Background: an optimization exercise with open tools, aiming at small area and a short achievable clock period. Do not read the settings as production practice.
Function was checked by simulation only, so behaviour that the tests miss may differ from the original.
Power is estimated from default activity; no workload was simulated.

==> inputs of job 1048 <==
==> flow/design.v <==
module Calculator #(parameter W = 8) (clk, Ain, Bin, s0, s1, ALUout, sel, Reset);
    input clk;
    input [W-1:0] Ain, Bin;
    input [1:0] sel;
    input s0, s1, Reset;
    output [2*W:0] ALUout;
    reg [2*W:0] ALUout;
    wire [7:0] q;
    wire [8:0] b2 = {Bin, 1'b0};
    wire [9:0] b3 = {1'b0, b2} + {2'b00, Bin};
    wire [1:0] t6 = Ain[7:6];
    wire [2:0] d1_6 = {1'b0, t6[1:0]} - {1'b0, Bin[1:0]};
    wire c1_6 = ~d1_6[2] & ~|Bin[7:2];
    wire [2:0] d2_6 = {1'b0, t6[1:0]} - {1'b0, b2[1:0]};
    wire c2_6 = ~d2_6[2] & ~|b2[8:2];
    wire [2:0] d3_6 = {1'b0, t6[1:0]} - {1'b0, b3[1:0]};
    wire c3_6 = ~d3_6[2] & ~|b3[9:2];
    assign q[7] = c2_6;
    assign q[6] = c3_6 | (c1_6 & ~c2_6);
    wire [1:0] r6 = c3_6 ? d3_6[1:0] : c2_6 ? d2_6[1:0] : c1_6 ? d1_6[1:0] : t6[1:0];
    wire [3:0] t4 = {r6, Ain[5:4]};
    wire [4:0] d1_4 = {1'b0, t4[3:0]} - {1'b0, Bin[3:0]};
    wire c1_4 = ~d1_4[4] & ~|Bin[7:4];
    wire [4:0] d2_4 = {1'b0, t4[3:0]} - {1'b0, b2[3:0]};
    wire c2_4 = ~d2_4[4] & ~|b2[8:4];
    wire [4:0] d3_4 = {1'b0, t4[3:0]} - {1'b0, b3[3:0]};
    wire c3_4 = ~d3_4[4] & ~|b3[9:4];
    assign q[5] = c2_4;
    assign q[4] = c3_4 | (c1_4 & ~c2_4);
    wire [3:0] r4 = c3_4 ? d3_4[3:0] : c2_4 ? d2_4[3:0] : c1_4 ? d1_4[3:0] : t4[3:0];
    wire [5:0] t2 = {r4, Ain[3:2]};
    wire [6:0] d1_2 = {1'b0, t2[5:0]} - {1'b0, Bin[5:0]};
    wire c1_2 = ~d1_2[6] & ~|Bin[7:6];
    wire [6:0] d2_2 = {1'b0, t2[5:0]} - {1'b0, b2[5:0]};
    wire c2_2 = ~d2_2[6] & ~|b2[8:6];
    wire [6:0] d3_2 = {1'b0, t2[5:0]} - {1'b0, b3[5:0]};
    wire c3_2 = ~d3_2[6] & ~|b3[9:6];
    assign q[3] = c2_2;
    assign q[2] = c3_2 | (c1_2 & ~c2_2);
    wire [5:0] r2 = c3_2 ? d3_2[5:0] : c2_2 ? d2_2[5:0] : c1_2 ? d1_2[5:0] : t2[5:0];
    wire [7:0] t0 = {r2, Ain[1:0]};
    wire [8:0] d1_0 = {1'b0, t0[7:0]} - {1'b0, Bin[7:0]};
    wire c1_0 = ~d1_0[8];
    wire [8:0] d2_0 = {1'b0, t0[7:0]} - {1'b0, b2[7:0]};
    wire c2_0 = ~d2_0[8] & ~|b2[8:8];
    wire [8:0] d3_0 = {1'b0, t0[7:0]} - {1'b0, b3[7:0]};
    wire c3_0 = ~d3_0[8] & ~|b3[9:8];
    assign q[1] = c2_0;
    assign q[0] = c3_0 | (c1_0 & ~c2_0);
    wire m = s0 ^ s1;
    wire e_add = ~Reset & (sel == 2'b00);
    wire e_mul = ~Reset & (sel == 2'b01);
    wire e_div = ~Reset & (sel == 2'b10);
    wire e_gry = ~Reset & (sel == 2'b11);
    wire [15:0] prod = Ain * Bin;
    wire [9:0] avs = {2'b00, Ain} + ({2'b00, Bin} ^ {10{m}}) + {9'd0, m};
    wire [15:0] v = ({16{e_add}} & {{6{avs[9]}}, avs})
                  | ({16{e_mul}} & prod)
                  | ({16{e_div}} & {8'd0, q})
                  | ({16{e_gry}} & {8'd0, Ain ^ (Ain >> 1)});
    wire n = (e_add & s0) | ((e_mul | e_div) & m);
    wire [15:0] r0 = (v ^ {16{n}}) + {15'd0, n};
    wire [15:0] r = r0;
    wire f = ((e_add | e_div) & r[15]) | (e_add & s0 & s1) | (e_mul & m);
    always @(posedge clk)
        ALUout <= {f, r};
endmodule
==> flow/flow/run.sh <==
#!/bin/bash
# Layout flow: the standard synthesis (bash standard.sh synth); then the combinational
# logic between its registers is mapped again by ABC without the full/half-adder cells,
# once per script flow/abc_*.abc (deepsyn with different seeds); the registers, their
# names and cell types are kept. The mapping with the smallest area x arrival time
# (OpenSTA on the netlist, no wires) is laid out by the standard flow from floorplan
# on, with buf_4 port buffers on the inputs and buf_1 on the outputs
# (flow/buffer_ports.tcl). Each tool's output goes to a log_* file in the work folder.
set -euo pipefail
W=$(pwd)
R=$W/orfs/results/$FLOW_PLATFORM/Calculator/base
LIB=$FLOW_HOME/platforms/$FLOW_PLATFORM/lib/sky130_fd_sc_hd__tt_025C_1v80.lib

bash standard.sh synth > $W/log_synth_std.txt 2>&1
cp $R/1_2_yosys.v $W/std_synth.v
mkdir -p $W/resynth

DU="-dont_use *clkbuf* -dont_use *probe* -dont_use *lpflow* -dont_use *dlygate* -dont_use *clkdly* -dont_use *buf_16* -dont_use *fa_* -dont_use *ha_*"
for S in $W/flow/abc_*.abc; do
  T=$(basename $S .abc)
  cat > $W/resynth/$T.ys <<Y
read_liberty -ignore_miss_func $LIB
read_verilog $W/std_synth.v
hierarchy -top $FLOW_TOP
setattr -mod -set keep_hierarchy 1 sky130_fd_sc_hd__dfxtp_1
flatten
select $FLOW_TOP
opt -purge
abc -liberty $LIB $DU -script $S
opt_clean -purge
hilomap -singleton -hicell sky130_fd_sc_hd__conb_1 HI -locell sky130_fd_sc_hd__conb_1 LO
splitnets
opt_clean -purge
tee -o $W/resynth/$T.stat stat -liberty $LIB
write_verilog -noattr -selected $W/resynth/$T.v
Y
  cat > $W/resynth/$T.sta.tcl <<S
read_lef $FLOW_HOME/platforms/$FLOW_PLATFORM/lef/sky130_fd_sc_hd.tlef
read_lef $FLOW_HOME/platforms/$FLOW_PLATFORM/lef/sky130_fd_sc_hd_merged.lef
read_liberty $LIB
read_verilog $W/resynth/$T.v
link_design $FLOW_TOP
read_sdc $FLOW_SDC
puts "ARRIVAL [expr {$FLOW_PERIOD_NS - [sta::worst_slack_cmd max] * 1e9}]"
S
done
ls $W/resynth/*.ys | xargs -P ${NUM_CORES:-4} -I{} sh -c 'yosys -s {} > {}.log 2>&1'
best=""; bestv=""
for S in $W/flow/abc_*.abc; do
  T=$(basename $S .abc)
  [[ -f $W/resynth/$T.v ]] || continue
  openroad -no_init -exit $W/resynth/$T.sta.tcl > $W/resynth/$T.sta.log 2>&1 || continue
  A=$(awk '/Chip area/{print $NF}' $W/resynth/$T.stat)
  D=$(awk '/^ARRIVAL/{print $2}' $W/resynth/$T.sta.log)
  [[ -n "$A" && -n "$D" ]] || continue
  V=$(python3 -c "print($A * $D)")
  echo "$T area $A arrival $D product $V" >> $W/log_resynth_pick.txt
  if [[ -z "$bestv" ]] || python3 -c "import sys; sys.exit(0 if $V < $bestv else 1)"; then best=$T; bestv=$V; fi
done
echo "picked $best" >> $W/log_resynth_pick.txt
cp $W/resynth/$best.v $R/1_2_yosys.v
rm -f $R/1_synth.odb $R/1_synth.sdc
bash standard.sh synth > $W/log_synth_odb.txt 2>&1
bash standard.sh DONT_BUFFER_PORTS=1 PRE_GLOBAL_PLACE_TCL=$W/flow/buffer_ports.tcl finish > $W/log_finish.txt 2>&1
==> flow/flow/abc_s00.abc <==
strash
&get -n
&deepsyn -I 1 -J 50 -S 0
&put
strash
dc2
dch -f
map -B 0.9
strash
dc2
dch -f
map -B 0.9
strash
dch -f
map -B 0.9
topo
stime -c
buffer -c
upsize -c
dnsize -c
==> flow/flow/abc_s01.abc <==
strash
&get -n
&deepsyn -I 1 -J 50 -S 1
&put
strash
dc2
dch -f
map -B 0.9
strash
dc2
dch -f
map -B 0.9
strash
dch -f
map -B 0.9
topo
stime -c
buffer -c
upsize -c
dnsize -c
==> flow/flow/abc_s02.abc <==
strash
&get -n
&deepsyn -I 1 -J 50 -S 2
&put
strash
dc2
dch -f
map -B 0.9
strash
dc2
dch -f
map -B 0.9
strash
dch -f
map -B 0.9
topo
stime -c
buffer -c
upsize -c
dnsize -c
==> flow/flow/abc_s03.abc <==
strash
&get -n
&deepsyn -I 1 -J 50 -S 3
&put
strash
dc2
dch -f
map -B 0.9
strash
dc2
dch -f
map -B 0.9
strash
dch -f
map -B 0.9
topo
stime -c
buffer -c
upsize -c
dnsize -c
==> flow/flow/abc_s04.abc <==
strash
&get -n
&deepsyn -I 1 -J 50 -S 4
&put
strash
dc2
dch -f
map -B 0.9
strash
dc2
dch -f
map -B 0.9
strash
dch -f
map -B 0.9
topo
stime -c
buffer -c
upsize -c
dnsize -c
==> flow/flow/abc_s05.abc <==
strash
&get -n
&deepsyn -I 1 -J 50 -S 5
&put
strash
dc2
dch -f
map -B 0.9
strash
dc2
dch -f
map -B 0.9
strash
dch -f
map -B 0.9
topo
stime -c
buffer -c
upsize -c
dnsize -c
==> flow/flow/abc_s06.abc <==
strash
&get -n
&deepsyn -I 1 -J 50 -S 6
&put
strash
dc2
dch -f
map -B 0.9
strash
dc2
dch -f
map -B 0.9
strash
dch -f
map -B 0.9
topo
stime -c
buffer -c
upsize -c
dnsize -c
==> flow/flow/abc_s07.abc <==
strash
&get -n
&deepsyn -I 1 -J 50 -S 7
&put
strash
dc2
dch -f
map -B 0.9
strash
dc2
dch -f
map -B 0.9
strash
dch -f
map -B 0.9
topo
stime -c
buffer -c
upsize -c
dnsize -c
==> flow/flow/abc_s08.abc <==
strash
&get -n
&deepsyn -I 1 -J 50 -S 8
&put
strash
dc2
dch -f
map -B 0.9
strash
dc2
dch -f
map -B 0.9
strash
dch -f
map -B 0.9
topo
stime -c
buffer -c
upsize -c
dnsize -c
==> flow/flow/abc_s09.abc <==
strash
&get -n
&deepsyn -I 1 -J 50 -S 9
&put
strash
dc2
dch -f
map -B 0.9
strash
dc2
dch -f
map -B 0.9
strash
dch -f
map -B 0.9
topo
stime -c
buffer -c
upsize -c
dnsize -c
==> flow/flow/abc_s10.abc <==
strash
&get -n
&deepsyn -I 1 -J 50 -S 10
&put
strash
dc2
dch -f
map -B 0.9
strash
dc2
dch -f
map -B 0.9
strash
dch -f
map -B 0.9
topo
stime -c
buffer -c
upsize -c
dnsize -c
==> flow/flow/abc_s11.abc <==
strash
&get -n
&deepsyn -I 1 -J 50 -S 11
&put
strash
dc2
dch -f
map -B 0.9
strash
dc2
dch -f
map -B 0.9
strash
dch -f
map -B 0.9
topo
stime -c
buffer -c
upsize -c
dnsize -c
==> flow/flow/abc_s12.abc <==
strash
&get -n
&deepsyn -I 1 -J 50 -S 12
&put
strash
dc2
dch -f
map -B 0.9
strash
dc2
dch -f
map -B 0.9
strash
dch -f
map -B 0.9
topo
stime -c
buffer -c
upsize -c
dnsize -c
==> flow/flow/abc_s13.abc <==
strash
&get -n
&deepsyn -I 1 -J 50 -S 13
&put
strash
dc2
dch -f
map -B 0.9
strash
dc2
dch -f
map -B 0.9
strash
dch -f
map -B 0.9
topo
stime -c
buffer -c
upsize -c
dnsize -c
==> flow/flow/abc_s14.abc <==
strash
&get -n
&deepsyn -I 1 -J 50 -S 14
&put
strash
dc2
dch -f
map -B 0.9
strash
dc2
dch -f
map -B 0.9
strash
dch -f
map -B 0.9
topo
stime -c
buffer -c
upsize -c
dnsize -c
==> flow/flow/abc_s15.abc <==
strash
&get -n
&deepsyn -I 1 -J 50 -S 15
&put
strash
dc2
dch -f
map -B 0.9
strash
dc2
dch -f
map -B 0.9
strash
dch -f
map -B 0.9
topo
stime -c
buffer -c
upsize -c
dnsize -c
==> flow/flow/buffer_ports.tcl <==
# Port buffers, in place of the standard flow's single buffer_ports call (run with
# DONT_BUFFER_PORTS=1 and GPL_TIMING_DRIVEN=0, so this hook does the buffer removal
# that timing-driven placement would do first): buf_4 on the inputs (they fan out
# widely), buf_1 on the outputs (each drives one output pin from a register).
# Every port still gets its buffer.
remove_buffers
buffer_ports -inputs -buffer_cell sky130_fd_sc_hd__buf_4
buffer_ports -outputs -buffer_cell sky130_fd_sc_hd__buf_1
==> flow/standard.sh <==
#!/bin/bash
# synth_recipe.tcl (not shown) runs the flow's synth.tcl, then flattens the netlist and writes it again
# the make line also repeats each setting of config.mk as NAME=value (left out here)
make -C /OpenROAD-flow-scripts/flow DESIGN_CONFIG=/design/flow/config.mk WORK_HOME=/design/flow/orfs CLKGATE_MAP_FILE= SYNTH_SCRIPT=/design/flow/synth_recipe.tcl "${@:-finish}"
==> flow/config.mk <==
export PLATFORM = sky130hd
export DESIGN_NAME = Calculator
export DESIGN_NICKNAME = Calculator
export VERILOG_FILES = /design/flow/design.v
export SDC_FILE = /design/flow/constraint.sdc
export NUM_CORES = 4
export LEC_CHECK = 0
export ABC_AREA = 1
export CAP_MARGIN = 20
export CORE_MARGIN = 2
export CORE_UTILIZATION = 40
export CTS_BUF_LIST = sky130_fd_sc_hd__clkbuf_4
export GPL_TIMING_DRIVEN = 0
export SLEW_MARGIN = 20
==> flow/constraint.sdc <==
create_clock -name core_clock -period 40.0 [get_ports {clk}]
set_input_delay 8.0000 -clock core_clock [delete_from_list [all_inputs] [get_ports {clk}]]
set_output_delay 8.0000 -clock core_clock [all_outputs]
set_load 0.01 [all_outputs]
==> job 777 (differences from job 1048) <==
--- a/flow/design.v
+++ b/flow/design.v
@@ -48,11 +48,11 @@
     assign q[1] = c2_0;
     assign q[0] = c3_0 | (c1_0 & ~c2_0);
+    wire [15:0] prod = Ain * Bin;
     wire m = s0 ^ s1;
+    wire [9:0] avs = {2'b00, Ain} + ({2'b00, Bin} ^ {10{m}}) + {9'd0, m};
     wire e_add = ~Reset & (sel == 2'b00);
     wire e_mul = ~Reset & (sel == 2'b01);
     wire e_div = ~Reset & (sel == 2'b10);
     wire e_gry = ~Reset & (sel == 2'b11);
-    wire [15:0] prod = Ain * Bin;
-    wire [9:0] avs = {2'b00, Ain} + ({2'b00, Bin} ^ {10{m}}) + {9'd0, m};
     wire [15:0] v = ({16{e_add}} & {{6{avs[9]}}, avs})
                   | ({16{e_mul}} & prod)
@@ -60,6 +60,5 @@
                   | ({16{e_gry}} & {8'd0, Ain ^ (Ain >> 1)});
     wire n = (e_add & s0) | ((e_mul | e_div) & m);
-    wire [15:0] r0 = (v ^ {16{n}}) + {15'd0, n};
-    wire [15:0] r = r0;
+    wire [15:0] r = (v ^ {16{n}}) + {15'd0, n};
     wire f = ((e_add | e_div) & r[15]) | (e_add & s0 & s1) | (e_mul & m);
     always @(posedge clk)
==> flow/flow/run.sh (replaced) <==
#!/bin/bash
# Layout flow: the standard synthesis (bash standard.sh synth), then the combinational
# logic between its registers is mapped again by ABC (flow/resynth.abc) without the
# full/half-adder cells; the registers, their names and cell types are kept. Then the
# standard layout from floorplan on, with the port buffers made of buf_4 cells.
# Each tool's output goes to a log_*.txt file in the work folder.
set -euo pipefail
W=$(pwd)
R=$W/orfs/results/$FLOW_PLATFORM/Calculator/base
LIB=$FLOW_HOME/platforms/$FLOW_PLATFORM/lib/sky130_fd_sc_hd__tt_025C_1v80.lib
EXTRA=()
[[ -f $W/flow/make_args ]] && mapfile -t EXTRA < $W/flow/make_args

bash standard.sh synth > $W/log_synth_std.txt 2>&1
cp $R/1_2_yosys.v $W/std_synth.v

DU="-dont_use *clkbuf* -dont_use *probe* -dont_use *lpflow* -dont_use *dlygate* -dont_use *clkdly* -dont_use *buf_16* -dont_use *fa_* -dont_use *ha_*"
cat > $W/resynth.ys <<Y
read_liberty -ignore_miss_func $LIB
read_verilog $W/std_synth.v
hierarchy -top $FLOW_TOP
setattr -mod -set keep_hierarchy 1 sky130_fd_sc_hd__dfxtp_1
flatten
select $FLOW_TOP
opt -purge
abc -liberty $LIB $DU -script $W/flow/resynth.abc
opt_clean -purge
hilomap -singleton -hicell sky130_fd_sc_hd__conb_1 HI -locell sky130_fd_sc_hd__conb_1 LO
splitnets
opt_clean -purge
stat -liberty $LIB
write_verilog -noattr -selected $W/resynth.v
Y
yosys -s $W/resynth.ys > $W/log_resynth.txt 2>&1
cp $W/resynth.v $R/1_2_yosys.v
rm -f $R/1_synth.odb $R/1_synth.sdc
bash standard.sh synth > $W/log_synth_odb.txt 2>&1
bash standard.sh "BUFFER_PORTS_ARGS=-buffer_cell sky130_fd_sc_hd__buf_4" "${EXTRA[@]}" finish > $W/log_finish.txt 2>&1
==> flow/flow/resynth.abc (new file) <==
strash
&get -n
&deepsyn -I 1 -J 50
&put
strash
dc2
dch -f
map -B 0.9
strash
dc2
dch -f
map -B 0.9
strash
dch -f
map -B 0.9
topo
stime -c
buffer -c
upsize -c
dnsize -c
--- a/flow/config.mk
+++ b/flow/config.mk
@@ -9,6 +9,4 @@
 export CAP_MARGIN = 20
 export CORE_MARGIN = 2
-export CORE_UTILIZATION = 40
-export CTS_BUF_LIST = sky130_fd_sc_hd__clkbuf_4
-export GPL_TIMING_DRIVEN = 0
+export CORE_UTILIZATION = 65
 export SLEW_MARGIN = 20
removed: flow/flow/abc_s00.abc
removed: flow/flow/abc_s01.abc
removed: flow/flow/abc_s02.abc
removed: flow/flow/abc_s03.abc
removed: flow/flow/abc_s04.abc
removed: flow/flow/abc_s05.abc
removed: flow/flow/abc_s06.abc
removed: flow/flow/abc_s07.abc
removed: flow/flow/abc_s08.abc
removed: flow/flow/abc_s09.abc
removed: flow/flow/abc_s10.abc
removed: flow/flow/abc_s11.abc
removed: flow/flow/abc_s12.abc
removed: flow/flow/abc_s13.abc
removed: flow/flow/abc_s14.abc
removed: flow/flow/abc_s15.abc
removed: flow/flow/buffer_ports.tcl
==> job 6027 (differences from job 1048) <==
==> flow/flow/abc_s5.abc (new file) <==
strash
&get -n
&deepsyn -I 1 -J 50 -S 5
&put
strash
dc2
dch -f
map -B 0.9
strash
dc2
dch -f
map -B 0.9
strash
dch -f
map -B 0.9
topo
stime -c
buffer -c
upsize -c
dnsize -c
--- a/flow/config.mk
+++ b/flow/config.mk
@@ -12,3 +12,4 @@
 export CTS_BUF_LIST = sky130_fd_sc_hd__clkbuf_4
 export GPL_TIMING_DRIVEN = 0
+export PLACE_DENSITY = 0.8
 export SLEW_MARGIN = 20
removed: flow/flow/abc_s00.abc
removed: flow/flow/abc_s01.abc
removed: flow/flow/abc_s02.abc
removed: flow/flow/abc_s03.abc
removed: flow/flow/abc_s04.abc
removed: flow/flow/abc_s05.abc
removed: flow/flow/abc_s06.abc
removed: flow/flow/abc_s07.abc
removed: flow/flow/abc_s08.abc
removed: flow/flow/abc_s09.abc
removed: flow/flow/abc_s10.abc
removed: flow/flow/abc_s11.abc
removed: flow/flow/abc_s12.abc
removed: flow/flow/abc_s13.abc
removed: flow/flow/abc_s14.abc
removed: flow/flow/abc_s15.abc
==> summary.txt <==
Outcome
  • Status: complete, no violations

Cells and area
  • Share of layout cells above drive strength 1: 13.0%
  • Core Util, Final: 74.1%
  • Area added between synthesis and finish: 9.12%

Routing
  • M1 WL: 6010 um
  • Via count: 6366

Power and ir drop
  • VDD IR max: 0.0147 mV
  • Combinational power share: 76.4%
  • Seq pwr: 0.0239 mW

Synthesis
  • Mean area per synthesized cell: 5.21 um2

Global route
  • Met2 usage: 71.4%

STA
  • Fin Hold WS: 8120 ps

Floorplanning
  • Starting Density: 67.9%

Placement
  • Placement Cell Area: 0.00507 mm2
[end of results for job 777]
==> summary.txt <==
Power and ir drop
  • VDD IR max: 0.0254 mV
  • Combinational power share: 76.7%
  • Seq pwr: 0.0222 mW

STA
  • Fin Hold WS: 8100 ps

Routing
  • M1 WL: 6320 um
  • Via count: 5782

Cells and area
  • Share of layout cells above drive strength 1: 10.4%
  • Area added between synthesis and finish: 8.77%

Setup path
  • Cell depth of the worst setup path: 39
  • Worst Setup End Kind: register

Outcome
  • Status: complete, no violations

Hold path
  • Min-delay src: sel[0]

Floorplanning
  • Starting Density: 40.8%
[end of results for job 6027]
==> summary.txt <==
Cells and area
  • Area added between synthesis and finish: 9.18%
  • Share of layout cells above drive strength 1: 12.1%
  • Core Util, Final: 44.3%

STA
  • Fin Hold WS: 8050 ps

Routing
  • M1 WL: 6610 um
  • Via count: 5571

Power and ir drop
  • Combinational power share: 77.0%
  • Seq pwr: 0.0216 mW
  • VDD IR max: 0.0247 mV

Floorplanning
  • Die Span Y: 111 um
  • Starting Density: 40.6%

Outcome
  • Status: complete, no violations

CTS
  • Postcts setup bufs: 0

Global route
  • Met2 usage: 41.0%

Synthesis
  • Mean area per synthesized cell: 5.37 um2

Placement
  • Placement Cell Area: 0.00499 mm2
[end of results for job 1048]

static timing again, ports no longer ideal:
In the flow no input, the clock included, has a driving cell. The finished layouts below were timed again as built, in two steps.
Step 1 (the two cells are an assumption about what drives the block):
set clk [get_ports {clk}]
set_driving_cell -lib_cell sky130_fd_sc_hd__clkbuf_16 $clk
set_driving_cell -lib_cell sky130_fd_sc_hd__buf_2 [delete_from_list [all_inputs] $clk]
Step 2 moves the port delays by t, midway between the first and last clock arrival at a register: inputs arrive t later, outputs are due t later. That takes back most of the time a late clock gives input paths.
Three values: ideal ports, drivers, drivers and shift; two values: the first two.
run | t (ns) | slack for setup (ns) | worst setup path at the end
job 1048 | 0.318 | 27.551 / 27.555 / 27.237 | input to register
job 777 | 0.277 | 27.376 / 27.375 / 27.098 | input to register
job 6027 | 0.287 | 27.830 / 27.822 / 27.535 | input to register
After both steps every run listed still meets setup and hold. The setup slack of job 1048, which loses most, moves by +0.004 ns with the drivers and by -0.314 ns with both steps.
